Source: an optimization exercise on an open RTL-to-GDS flow (aim: small area). Production flows keep margins and buffers that such runs may drop.
Function was checked by simulation only, so behaviour that the tests miss may differ from the original.
Power is estimated from default activity; no workload was simulated.

==> flow/design.v <==
module fifo
#(
    parameter DATA_WIDTH = 20,
    parameter FIFO_DEPTH = 16,
    parameter ADDR_WIDTH = 4
)
(
    input  wire                  clk,
    input  wire                  rst,
    input  wire                  wr_en,
    input  wire                  rd_en,
    input  wire [DATA_WIDTH-1:0] wr_data,
    output wire [DATA_WIDTH-1:0] rd_data,
    output wire                  full,
    output wire                  empty
);
    reg [DATA_WIDTH-1:0] fifo_mem [0:FIFO_DEPTH-1];
    reg [ADDR_WIDTH:0]   head_idx;
    assign empty = head_idx[ADDR_WIDTH];
    assign full  = (head_idx == FIFO_DEPTH - 1);
    wire push = wr_en && !full;
    wire pop  = rd_en && !empty;
    integer k;
    always @(posedge clk) begin
        if (push) begin
            fifo_mem[0] <= wr_data;
            for (k = 1; k < FIFO_DEPTH; k = k + 1)
                fifo_mem[k] <= fifo_mem[k-1];
        end
    end
    always @(posedge clk or posedge rst) begin
        if (rst)
            head_idx <= {(ADDR_WIDTH+1){1'b1}};
        else if (push && !pop)
            head_idx <= head_idx + 1'b1;
        else if (pop && !push)
            head_idx <= head_idx - 1'b1;
    end
    reg [DATA_WIDTH-1:0] rd_mux;
    always @(*) begin
        rd_mux = {DATA_WIDTH{1'b0}};
        for (k = 0; k < FIFO_DEPTH; k = k + 1)
            rd_mux = rd_mux | (fifo_mem[k] & {DATA_WIDTH{head_idx[ADDR_WIDTH-1:0] == k}});
    end
    assign rd_data = rd_mux;
endmodule
module LIF_neuron
(
    input  wire       clk,
    input  wire       rst,
    input  wire       fire,       
    input  wire       load,       
    input  wire [6:0] load_val,   
    output reg  [6:0] pot_lo,
    output wire [6:0] pot_dec,    
    output wire       pot_zero    
);
    wire [7:0] zero_below;
    assign zero_below[0] = 1'b1;
    genvar k;
    generate
        for (k = 1; k < 8; k = k + 1) begin : g_z
            assign zero_below[k] = zero_below[k-1] & ~pot_lo[k-1];
        end
    endgenerate
    assign pot_dec  = pot_lo ^ zero_below[6:0];
    assign pot_zero = zero_below[7];
    wire keep = ~fire & ~load & ~pot_zero;
    always @(posedge clk or posedge rst) begin
        if (rst)
            pot_lo <= 7'd0;
        else
            pot_lo <= ({7{keep}} & pot_dec) | ({7{load}} & load_val);
    end
endmodule
module snn_core
#(
    parameter N_NEURONS  = 16,
    parameter ID_WIDTH   = 4,
    parameter DATA_WIDTH = 16,
    parameter FIFO_DEPTH = 16,
    parameter FIFO_AW    = 4
)
(
    input  wire                               clk,
    input  wire                               rst,
    input  wire                               ev_valid,
    input  wire [ID_WIDTH+DATA_WIDTH-1:0]     ev_data,
    input  wire                               run,
    output wire                               full,
    output wire                               empty,
    output wire [N_NEURONS-1:0]               spike_out,
    output wire [N_NEURONS*DATA_WIDTH-1:0]    potential
);
    localparam THRESHOLD = 100;
    wire [ID_WIDTH+DATA_WIDTH-1:0] head;
    fifo #(
        .DATA_WIDTH (ID_WIDTH+DATA_WIDTH),
        .FIFO_DEPTH (FIFO_DEPTH),
        .ADDR_WIDTH (FIFO_AW)
    ) u_queue (
        .clk     (clk),
        .rst     (rst),
        .wr_en   (ev_valid),
        .rd_en   (run),
        .wr_data (ev_data),
        .rd_data (head),
        .full    (full),
        .empty   (empty)
    );
    wire                  deliver = run && !empty;
    wire [ID_WIDTH-1:0]   head_id = head[ID_WIDTH+DATA_WIDTH-1:DATA_WIDTH];
    wire [DATA_WIDTH-1:0] head_w  = head[DATA_WIDTH-1:0];
    reg  [ID_WIDTH-1:0]   last_id;
    reg  [8:0]            hi_n;
    reg                   at_thr;
    reg  [ID_WIDTH-1:0]   spk_id;
    reg                   spk_v;
    wire [6:0]            lo     [0:N_NEURONS-1];
    wire [6:0]            dec    [0:N_NEURONS-1];
    wire [N_NEURONS-1:0]  zero;
    wire [N_NEURONS-1:0]  fire;
    wire [N_NEURONS-1:0]  addr;
    reg  [6:0]            sel_dec;
    reg                   sel_zero;
    integer k;
    always @(*) begin
        sel_dec  = 7'd0;
        sel_zero = 1'b0;
        for (k = 0; k < N_NEURONS; k = k + 1) begin
            sel_dec  = sel_dec  | (dec[k] & {7{addr[k]}});
            sel_zero = sel_zero | (zero[k] & addr[k]);
        end
    end
    wire [DATA_WIDTH-1:0] y_raw = head_w + {{9{sel_zero}}, sel_dec};
    wire fire_tgt = |(addr & fire);
    wire y_neg    = (head_w == ~{{9{sel_zero}}, sel_dec});
    wire y_ok     = deliver & ~fire_tgt & ~y_neg;
    wire [DATA_WIDTH-1:0] y = y_raw & {DATA_WIDTH{y_ok}};
    genvar i;
    generate
        for (i = 0; i < N_NEURONS; i = i + 1) begin : g_neuron
            assign addr[i] = deliver && (head_id == i);
            assign fire[i] = at_thr && (last_id == i);
            LIF_neuron u_neuron (
                .clk      (clk),
                .rst      (rst),
                .fire     (fire[i]),
                .load     (addr[i]),
                .load_val (y[6:0]),
                .pot_lo   (lo[i]),
                .pot_dec  (dec[i]),
                .pot_zero (zero[i])
            );
            assign potential[i*DATA_WIDTH +: 7] = lo[i];
            assign potential[i*DATA_WIDTH+7 +: 9] = (last_id == i) ? ~hi_n : 9'd0;
            assign spike_out[i] = spk_v && (spk_id == i);
        end
    endgenerate
    always @(posedge clk or posedge rst) begin
        if (rst) begin
            last_id <= 0;
            hi_n    <= 9'h1ff;
            at_thr  <= 1'b0;
            spk_id  <= 0;
            spk_v   <= 1'b0;
        end else begin
            if (deliver) last_id <= head_id;
            hi_n   <= ~y[15:7];
            at_thr <= (y >= THRESHOLD);
            spk_id <= last_id;
            spk_v  <= at_thr;
        end
    end
endmodule
clock: 10.0 ns
lec_check: 0
cap_margin: 20
core_margin: 2
core_utilization: 60
cts_buf_list: sky130_fd_sc_hd__clkbuf_16
cts_cluster_diameter: 70
cts_cluster_size: 28
place_density: 0.75
slew_margin: 20
buffer_ports_args: -buffer_cell sky130_fd_sc_hd__buf_1
standard.sh (not shown) runs the stock make flow with config.mk's settings and CLKGATE_MAP_FILE= SYNTH_SCRIPT=/design/flow/synth_recipe.tcl, a recipe that flattens the netlist after the stock synthesis.
==> flow/flow/run.sh <==
#!/bin/bash
# The standard layout with three changes:
#  - synthesis maps with an area-oriented ABC script (flow/abc_area.script:
#    delay relaxed, then an area remap; no buffering or upsizing in ABC, the
#    resizer buffers later as needed) in place of ORFS's abc_speed.script;
#  - synthesis leaves adders to ABC (no ADDER_MAP_FILE half/full adder cells);
#  - the port buffers are the smallest buffer (buf_1).
# Everything else, the synthesis script included, is the standard flow's own.
set -euo pipefail
W=$(pwd)
cat >> config.mk <<'MK'
export BUFFER_PORTS_ARGS = -buffer_cell sky130_fd_sc_hd__buf_1
export ADDER_MAP_FILE =
MK
rm -rf "$W/synth_scripts"
cp -r "$FLOW_HOME/scripts" "$W/synth_scripts"
cp "$W/flow/abc_area.script" "$W/synth_scripts/abc_speed.script"
SCRIPTS_DIR="$W/synth_scripts" bash standard.sh synth > synth_flow.log 2>&1
bash standard.sh > standard_flow.log 2>&1
==> flow/flow/abc_area.script <==
&get -n
&st
&dch
&nf -R 1000 -C 32
&put
strash
dc2
dch
amap
Then changed:
--- a/flow/flow/run.sh
+++ b/flow/flow/run.sh
@@ -2,5 +2,5 @@
 # The standard layout with three changes:
 #  - synthesis maps with an area-oriented ABC script (flow/abc_area.script:
-#    delay relaxed, then an area remap; no buffering or upsizing in ABC, the
+#    an AIG clean-up and then area mapping with amap; no buffering or upsizing in ABC, the
 #    resizer buffers later as needed) in place of ORFS's abc_speed.script;
 #  - synthesis leaves adders to ABC (no ADDER_MAP_FILE half/full adder cells);
==> flow/flow/abc_area.script (replaced) <==
strash
ifraig
dc2
dch
amap
Settings changed: CTS_BUF_LIST sky130_fd_sc_hd__clkbuf_16 to sky130_fd_sc_hd__clkbuf_8, CTS_CLUSTER_DIAMETER 70 to 60, CTS_CLUSTER_SIZE 28 to 16.
The changed run produced a clean layout.
Worst setup slack improved by 590 ps.
Wire length goes down by a few percent.
Power goes down by a little under a tenth.
Utilization goes down by 0.93 points.
Final area goes down slightly.
Non-clock buffer count goes up by 1.
Synthesized cell count goes down by a few percent.
Then changed:
Settings changed: CTS_CLUSTER_DIAMETER 60 to 50, CTS_CLUSTER_SIZE 16 to 20.
Effect:
- sequential share of layout area stays flat
- die area is unchanged
- via count came out lower by 0.32%
- sequential power barely changes
- core utilization increases by 0.10 points
- worst setup slack gains 7.2 ps
- area after synthesis does not change
- routed wire length came out lower by 0.31%
- total power is about the same
- first-iteration DRC count fell by 3.4%
Then changed:
--- a/flow/flow/run.sh
+++ b/flow/flow/run.sh
@@ -2,5 +2,5 @@
 # The standard layout with three changes:
 #  - synthesis maps with an area-oriented ABC script (flow/abc_area.script:
-#    an AIG clean-up and then area mapping with amap; no buffering or upsizing in ABC, the
+#    delay relaxed, then an area remap; no buffering or upsizing in ABC, the
 #    resizer buffers later as needed) in place of ORFS's abc_speed.script;
 #  - synthesis leaves adders to ABC (no ADDER_MAP_FILE half/full adder cells);
==> flow/flow/abc_area.script (replaced) <==
&get -n
&st
&dch
&nf -R 1000 -C 32
&put
strash
dc2
dch
amap
Settings changed: CTS_CLUSTER_DIAMETER 50 to 60, CTS_CLUSTER_SIZE 20 to 16.
The changed run went through all stages and came out clean.
Non-clock buffer count came out higher by 1.
Area after synthesis came out higher by 0.78%.
Global-route usage increases by 1.5 points.
Utilization goes up by 0.41 points.
Die area went up by 0.76%.
Setup slack is worse by 520 ps.
Fmax goes down by 6.3%.
Power grows by 5.7%.
Sequential power went up by about 3%.
Via count goes up by 2.7%.
Clock-buffer cell count increases by 5.

[what the ideal ports hide]
The results above use ideal ports. As a check the final layouts listed here were re-extracted and re-timed, cells and wires unchanged.
Step 1: set_driving_cell puts a clkbuf_16 on clk and a buf_2 on each other input, an assumption about the parent block.
Step 2 moves the port delays by t, midway between the first and last clock arrival at a register: inputs arrive t later, outputs are due t later. That takes back most of the time a late clock gives input paths.
Three values: ideal, step 1, step 2; two values: the first two.
run | t (ns) | setup WS [ns] | worst setup path at the end | worst data-port slew with drivers (ns)
the first run | 0.633 | 1.572 / 1.572 / 1.572 | register to register | 0.04
the second run | 0.611 | 2.165 / 2.165 / 1.923 | input to register | 0.04
the third run | 0.611 | 2.172 / 2.172 / 1.926 | input to register | 0.04
the fourth run | 0.631 | 1.649 / 1.649 / 1.649 | register to register | 0.04
After both steps every run listed still meets setup and hold. For the third run, which loses most, drivers alone change the setup slack by 0.000 ns; drivers and shift together by -0.246 ns.
